Source: an optimization exercise on an open RTL-to-GDS flow (aim: small area and a short achievable clock period). Production flows keep margins and buffers that such runs may drop. In this exercise RTL edits were held to simulation tests only and were not proved equivalent to the original.

== the previous run ==
// mod_cpu
module mod_cpu (
    input logic clk_i,
    input logic rst_i,
    output logic [31:0] register_a0,
    output logic [31:0] wb_adr_o,
    input logic [31:0] wb_dat_i,
    output logic [31:0] wb_dat_o,
    output logic wb_we_o,
    output logic [3:0] wb_sel_o,
    output logic wb_stb_o,
    input logic wb_ack_i,
    output logic wb_cyc_o
);
  logic mem_stall, ex_stall, if_stall_req, lw_hazard;
  logic pc_stall;   
  logic ex_branch_taken;
  logic [32-1:0] ex_target_address;
  logic [32-1:0] pc;
  logic [32-1:0] id_pc;
  logic [28:0] id_instr;   
  logic ex_c_lui, ex_c_auipc, ex_c_jal, ex_c_jalr, ex_c_br, ex_c_load, ex_c_store, ex_c_imm, ex_c_op;
  logic [2:0] ex_funct3;
  logic ex_f7_zero, ex_f7_sub, ex_is_md;
  logic [32-1:0] ex_reg_1, ex_reg_2, ex_immediate, ex_pc;
  logic [4:0] ex_rs1, ex_rs2, ex_rd;
  logic mem_reg_write_en, mem_load, mem_store;
  logic [2:0] mem_funct3;
  logic [4:0] mem_rd;
  logic [32-1:0] mem_alu_out, mem_reg_2;
  logic wb_reg_write_en;
  logic [4:0] wb_rd;
  logic [32-1:0] wb_value;
  logic ic_busy;
  logic [28:0] ic_readdata;
  logic [32-1:0] ic_readdata_address;
  logic [32-1:0] ic_mem_address;
  logic ic_mem_read, ic_mem_stb;
  logic dc_stb;
  logic [32-1:0] dc_readdata, dc_writedata;
  logic [3:0] dc_byteenable;
  logic [32-1:0] dc_mem_address, dc_mem_writedata;
  logic [3:0] dc_mem_byteenable;
  logic dc_mem_write, dc_mem_read, dc_mem_stb;
  mod_mem_ctrl u_mem_ctrl (
      .clk_i(clk_i),
      .rst_i(rst_i),
      .instruction_address_i(ic_mem_address),
      .instruction_address_stb_i(ic_mem_read),
      .instruction_readdata_stb_o(ic_mem_stb),
      .loadstore_address_i(dc_mem_address),
      .loadstore_read_i(dc_mem_read),
      .loadstore_write_i(dc_mem_write),
      .loadstore_writedata_i(dc_mem_writedata),
      .loadstore_byteenable_i(dc_mem_byteenable),
      .loadstore_stb_o(dc_mem_stb),
  ...
For scale: ~17000 cells after synthesis, ~5400 flip-flops, roughly 240000 sq um of cells after synthesis.
==> flow/config.mk <==
export PLATFORM = sky130hd
export DESIGN_NAME = mod_cpu
export DESIGN_NICKNAME = mod_cpu
export VERILOG_FILES = /design/flow/design.v
export SDC_FILE = /design/flow/constraint.sdc
export NUM_CORES = 8
export LEC_CHECK = 0
export CAP_MARGIN = 20
export CORE_MARGIN = 2
export CORE_UTILIZATION = 50
export CTS_BUF_LIST = sky130_fd_sc_hd__clkbuf_16
export CTS_CLUSTER_DIAMETER = 80
export CTS_CLUSTER_SIZE = 24
export PLACE_DENSITY = 0.65
export SLEW_MARGIN = 20
==> flow/constraint.sdc <==
create_clock -name core_clock -period 20.0 [get_ports {clk_i}]
set_input_delay 4.0000 -clock core_clock [delete_from_list [all_inputs] [get_ports {clk_i}]]
set_output_delay 4.0000 -clock core_clock [all_outputs]
set_load 0.01 [all_outputs]
standard.sh (not shown) runs the stock make flow with config.mk's settings and CLKGATE_MAP_FILE= SYNTH_SCRIPT=/design/flow/synth_recipe.tcl, a recipe that flattens the netlist after the stock synthesis.
==> flow/flow/run.sh <==
#!/bin/bash
# Layout: the standard flow (standard.sh), unchanged except that every
# setup repair (after floorplan, CTS and global routing) aims for a slack
# margin well above zero, and does not clone gates (cloning once overloaded a
# driver past its max slew / max capacitance). The clock period and all
# constraints stay as they are; the margin only makes the resizer shorten the
# critical paths, which lowers the period the layout achieves.
export SETUP_SLACK_MARGIN=14.2
export SKIP_GATE_CLONING=1
# more rounds of antenna repair after detailed routing (default 5)
export MAX_REPAIR_ANTENNAS_ITER_DRT=12
bash standard.sh finish > standard.log 2>&1
Input changes introduced in the current run (baseline for comparison: the previous run):
# the previous run
export LEC_CHECK = 0
export CAP_MARGIN = 20
export CORE_MARGIN = 2
export CORE_UTILIZATION = 50
export CTS_BUF_LIST = sky130_fd_sc_hd__clkbuf_16
export CTS_CLUSTER_DIAMETER = 80
export CTS_CLUSTER_SIZE = 24
export PLACE_DENSITY = 0.65
export SLEW_MARGIN = 20
create_clock -name core_clock -period 20.0 [get_ports {clk_i}]
# the current run
export LEC_CHECK = 0
export CAP_MARGIN = 20
export CORE_MARGIN = 2
export CORE_UTILIZATION = 55
export CTS_BUF_LIST = sky130_fd_sc_hd__clkbuf_16
export CTS_CLUSTER_DIAMETER = 80
export CTS_CLUSTER_SIZE = 24
export PLACE_DENSITY = 0.7
export SLEW_MARGIN = 20
create_clock -name core_clock -period 20.0 [get_ports {clk_i}]
==> comparison <==
Going from the previous run to the current run, sequential fraction of total cell area grows by 0.38 points.
The current run did not stop at any stage, and its layout met the timing, design-rule and antenna checks.
The current run against the previous run: post-route worst hold slack closely matched the old numbers; total vias in the final route held; fraction of final layout cells sized beyond drive strength 1 went down; register clock-pin slew on the reported worst setup and hold paths has remained practically unchanged.
Relative to the previous run, die boundary height has gone down in the current run.
Delta(depth of the worst register-to-register path, the current run - the previous run) < 0
Per the comparison of the current run with the previous run, diode insertion count for antenna repair shows an increase of 58%; count of nets after finishing decreased by 74 relative to the old numbers; count of cell instances traversed by the critical path shows an increase of 12.
As far as synthesized instance count is concerned, the previous run and the current run perform about the same.

==> port drivers added, routing unchanged <==
The flow's constraints put no driver on any port. The routed layouts listed below were extracted and timed again, unchanged, in two steps.
Step 1 (the two cells are an assumption about what drives the block):
set clk [get_ports {clk_i}]
set_driving_cell -lib_cell sky130_fd_sc_hd__clkbuf_16 $clk
set_driving_cell -lib_cell sky130_fd_sc_hd__buf_2 [delete_from_list [all_inputs] $clk]
Step 2 moves the port delays by t, midway between the first and last clock arrival at a register: inputs arrive t later, outputs are due t later. That takes back most of the time a late clock gives input paths.
Slacks: no drivers / after step 1 / after step 2; pairs: no drivers / after step 1.
| run | shift t [ns] | setup slack, ns | worst hold slack (ns) | worst setup path after step 2 | latest minus earliest clock arrival (ns) |
|---|---|---|---|---|---|
| the previous run | 1.170 | 14.143 / 14.010 / 13.096 | 0.424 / 0.424 / 0.424 | input to register | 0.094 / 0.094 |
| the current run | 1.150 | 13.892 / 13.892 / 13.073 | 0.425 / 0.425 / 0.425 | input to register | 0.114 / 0.114 |
After both steps setup and hold are still met in every run listed. For the previous run, which loses most, drivers alone change the setup slack by -0.133 ns; drivers and shift together by -1.047 ns.
